Background: an optimization exercise with open tools, aiming at small area. Do not read the settings as production practice. In this exercise RTL edits were held to simulation tests only and were not proved equivalent to the original. Power is estimated from default activity; no workload was simulated.

==> run a: inputs <==
// sah
module sah(
  input  CLK, BTN_R, BTN_RST, BTN_L, BTN_SR, ROT_BT, reset, SW3,
  output VGA_H, VGA_V, VGA_R, VGA_G, VGA_B
);
clock: 10.0 ns
lec_check: 0
cap_margin: 20
core_margin: 2
core_utilization: 40
slew_margin: 20
run.sh (not shown) runs the stock make flow with config.mk's settings and CLKGATE_MAP_FILE= SYNTH_SCRIPT=/design/flow/synth_recipe.tcl, a recipe that flattens the netlist after the stock synthesis.
==> inputs of run b, as changes to run a <==
- ABC_AREA: not set -> 1
- CTS_BUF_LIST: not set -> sky130_fd_sc_hd__clkbuf_8
- CTS_CLUSTER_DIAMETER: not set -> 50
- CTS_CLUSTER_SIZE: not set -> 15
==> summary of the runs <==
Sequential share of layout area: run a is lower than run b (1.4 points). In run b the first-iteration DRC count is smaller than in run a, by 20%. Against run b, the area after synthesis of run a is larger by 3.3%. Against run a, the die area of run b is smaller by about 3%. Final area: run b is smaller than run a (about 5%). In run a the combinational power is lower than in run b, by 9.7%.


==> branch violet <==
Another version of the RTL of sah (not shown whole).
==> flow/design.v (excerpt) <==
module sah(
  input  CLK, BTN_R, BTN_RST, BTN_L, BTN_SR, ROT_BT, reset, SW3,
  output VGA_H, VGA_V, VGA_R, VGA_G, VGA_B
);
Settings: LEC_CHECK=0, ABC_AREA=1, CAP_MARGIN=0, CORE_MARGIN=2, CORE_UTILIZATION=40, CTS_BUF_LIST=sky130_fd_sc_hd__clkbuf_8, CTS_CLUSTER_DIAMETER=50, CTS_CLUSTER_SIZE=15, SLEW_MARGIN=0; clock period 10.0 ns.
standard.sh (not shown) runs the stock make flow with config.mk's settings and CLKGATE_MAP_FILE= SYNTH_SCRIPT=/design/flow/synth_recipe.tcl, a recipe that flattens the netlist after the stock synthesis.
==> flow/flow/run.sh <==
#!/bin/bash
set -e
export CTS_ARGS="-sink_clustering_enable -repair_clock_nets -dont_use_dummy_load -buf_list sky130_fd_sc_hd__clkbuf_8 -sink_clustering_size 15 -sink_clustering_max_diameter 50"
bash standard.sh > standard.log 2>&1
==> branch pepper (differences from branch violet) <==
==> flow/run.sh (new file) <==
#!/bin/bash
# synth_recipe.tcl (not shown) runs the flow's synth.tcl, then flattens the netlist and writes it again
# the make line also repeats each setting of config.mk as NAME=value (left out here)
make -C /OpenROAD-flow-scripts/flow DESIGN_CONFIG=/design/flow/config.mk WORK_HOME=/design/flow/orfs CLKGATE_MAP_FILE= SYNTH_SCRIPT=/design/flow/synth_recipe.tcl finish
removed: flow/flow/run.sh
removed: flow/standard.sh
==> branch lagoon (differences from branch violet) <==
--- a/flow/design.v
+++ b/flow/design.v
@@ -183,27 +183,56 @@
       end
       if ((run_w && yw_max) || (run_b && yb_max)) begin
         run_w <= 1'b0; run_b <= 1'b0; game_over <= 1'b1;
       end
     end
   end
+  reg Lv, Lt; reg [4:0] Lm;
   wire [5:0] tile = {vr[2:0], hc[2:0]};
-  wire       pv_a = any && (mn != sel);
-  wire       pv_b = (cur == {vr[2:0], txn});
-  wire       Dv   = pend ? (pv_a | pv_b) : any;
-  wire [4:0] Dm   = (pend && !(pv_a && (!pv_b || mn < sel))) ? sel : mn;
-  reg Lv; reg [4:0] Lm;
+  wire       u_v = (tile[5] == tile[4]);
+  wire [4:0] u   = {~tile[5], ~tile[3], tile[2:0]};
+  wire       sel_lt_m = (sel < Lm);
   always @(posedge CLK) begin
     if (reset) begin
-      Lv <= 1'b0; Lm <= 5'd0;
+      Lv <= 1'b0; Lt <= 1'b0; Lm <= 5'd0;
     end else if (ph) begin
-      Lv <= Dv; Lm <= Dm;
+      if (pend) begin
+        begin : PEND
+          reg av, bv;
+          av = any && (mn != sel);
+          bv = (cur == {vr[2:0], txn});
+          Lv <= av | bv;
+          Lt <= av & bv;
+          Lm <= (av && (!bv || mn < sel)) ? mn : sel;
+        end
+      end else begin
+        Lv <= any;
+        Lm <= mn;
+        Lt <= any && (mn != mx);
+      end
+    end else if (SW3) begin
+      begin : SW3L
+        reg av, bv;
+        av = u_v && !(pickcap && u == mx) && !(placecap && u == sel);
+        bv = placecap && (cur == tile);
+        Lv <= av | bv;
+        Lt <= av & bv;
+        Lm <= (av && (!bv || u < sel)) ? u : sel;
+      end
+    end else if (tile == cur) begin
+      if (pick) begin
+        Lv <= Lt; Lt <= 1'b0;
+      end else if (place) begin
+        Lv <= 1'b1; Lt <= 1'b0; Lm <= sel;
+      end else if (capture) begin
+        Lv <= 1'b1;
+        if (Lt) begin Lm <= sel_lt_m ? sel : Lm; end
+        else Lm <= sel;
+      end
     end
   end
-  wire       Cv = ph ? Dv : Lv;
-  wire [4:0] Cm = ph ? Dm : Lm;
   function pawn_pixel;   input [5:0] x,y; begin
     pawn_pixel = 1'b0;
     if (y>=10 && y<=12 && x>=20 && x<=30) pawn_pixel = 1'b1;
     else if (y>=13 && y<=18 && x>=22 && x<=28) pawn_pixel = 1'b1;
     else if (y>=19 && y<=20 && x>=23 && x<=27) pawn_pixel = 1'b1;
     else if (y>=21 && y<=24 && x>=20 && x<=30) pawn_pixel = 1'b1;
@@ -278,14 +307,14 @@
   wire fr_b3 = ((vr == 4'd10 && vg >= 6'd15) || (vr == 4'd0 && vg == 6'd0)) && hin;
   wire fr_b4 = (vr == 4'd8 && vg <= 6'd10) && hin;
   wire fr_vg = ((hf == 6'd49 && hc < 4'd7) || (hf == 6'd0 && hc >= 4'd1 && hc <= 4'd7)) && vin;
   wire fr_hg = ((vg == 6'd49 && vr < 4'd7) || (vg == 6'd0 && vr >= 4'd1 && vr <= 4'd7)) &&
                (~hc[3] || (hc == 4'd8 && hf == 6'd0));
   wire frame = fr_b1 | fr_b2 | fr_b3 | fr_b4 | fr_vg | fr_hg;
-  wire pc_on  = inb && Cv && piece_on(Cm, hf, vg);
-  wire pc_wh  = ~Cm[4];
+  wire pc_on  = inb && Lv && piece_on(Lm, hf, vg);
+  wire pc_wh  = ~Lm[4];
   wire ln_y   = (vr == {1'b0, ywr}) && (vg == ywg) &&
                 ((hc == 4'd14 && hf >= 6'd40) || (hc == 4'd15 && hf <= 6'd30));
   wire ln_r   = (vr == {1'b0, ybr}) && (vg == ybg) &&
                 ((hc == 4'd8 && hf >= 6'd20) || (hc == 4'd9 && hf <= 6'd10));
   wire hl     = inb && (tile == cur) &&
                 (hf < 6'd2 || hf > 6'd47 || vg < 6'd2 || vg > 6'd47);
==> flow/run.sh (new file) <==
#!/bin/bash
# synth_recipe.tcl (not shown) runs the flow's synth.tcl, then flattens the netlist and writes it again
# the make line also repeats each setting of config.mk as NAME=value (left out here)
make -C /OpenROAD-flow-scripts/flow DESIGN_CONFIG=/design/flow/config.mk WORK_HOME=/design/flow/orfs CLKGATE_MAP_FILE= SYNTH_SCRIPT=/design/flow/synth_recipe.tcl finish
removed: flow/flow/run.sh
removed: flow/standard.sh
==> summary of the runs <==
In non-clock buffer count, branch violet and branch pepper do not differ.
Of branch violet and branch lagoon, branch lagoon has the higher setup slack (gap 0.50 ns).
Clock skew, highest first: branch violet, branch lagoon, branch pepper.
Maximum frequency: branch violet is higher than branch pepper (about 1%).
In branch lagoon the area after synthesis is larger than in branch violet, by 3.5%.
Utilization: branch lagoon > branch pepper > branch violet.
Against branch lagoon, the die area of branch violet is lower by 3.3%.
In branch pepper the synthesized cell count is smaller than in branch lagoon, by about 4%.
Register-to-register slack: branch pepper < branch violet < branch lagoon.
First-iteration DRC count: branch violet < branch pepper < branch lagoon.
==> figures <==
quantity	branch lagoon	branch pepper	branch violet
Number of cells on the worst hold path	2	1	1
Power density cells	135 mW/mm²	139 mW/mm²	125 mW/mm²
Total of fill cells in the finished design	4932	4778	4820
Cell count after synthesis	2729	2619	2619
Switch Pwr	0.832 mW	0.822 mW	0.715 mW
Delay of the slowest cell on the worst path	0.66 ns	0.78 ns	0.77 ns
Met1 routed wirelength after detailed routing	28200 µm	25900 µm	25700 µm
Cell Int Power	1.95 mW	1.96 mW	1.74 mW
Outcome	timing/DRC/antenna clean	timing/DRC/antenna clean	timing/DRC/antenna clean
Global-route met3 utilization	3.03%	3.30%	3.35%
Number of global-route vias before repair	18000	17000	17000
Met1 capacity usage during global routing	32.1%	30.9%	30.9%
Cell area after placement	0.0198 mm²	0.0191 mm²	0.0191 mm²
Max Used Layer	met5	met4	met4
Clock transition at the registers of the reported paths	0.08 ns	0.09 ns	0.09 ns
Arrival time reported for the critical path endpoint	6.94 ns	7.56 ns	7.44 ns
Count of inserted antenna diode cells	0	1	1
Average via count per standard cell	5.66	5.54	5.57
Part of the Yosys area used for sequential elements	33.4%	34.4%	34.4%
Clock-cell share of area	4.29%	4.70%	2.74%
Combined global-route utilization of all metal layers	25.1%	23.8%	23.8%

==> what the ideal ports hide <==
Ports are ideal in the flow. The routed layouts listed here were re-timed in OpenROAD. Step 1 sets driving cells, clkbuf_16 on the clock port and buf_2 on the other inputs (assumed; they add their load-dependent delay and slew). Step 2 times the ports against the registers' clock, not the clock port: input delays grow and output delays shrink by t, the midpoint of the rising clock arrivals with the driver on. Slacks: no drivers / after step 1 / after step 2; pairs: no drivers / after step 1.
run | t, ns | slack for setup (ns) | worst setup path at the end
run a | 0.631 | 2.691 / 2.691 / 2.691 | register to register
run b | 0.662 | 3.694 / 3.694 / 3.694 | register to register
branch violet | 0.654 | 3.059 / 3.059 / 3.059 | register to register
branch pepper | 0.676 | 2.989 / 2.989 / 2.989 | register to register
branch lagoon | 0.657 | 3.555 / 3.555 / 3.555 | register to register
After both steps every run listed still meets setup and hold.
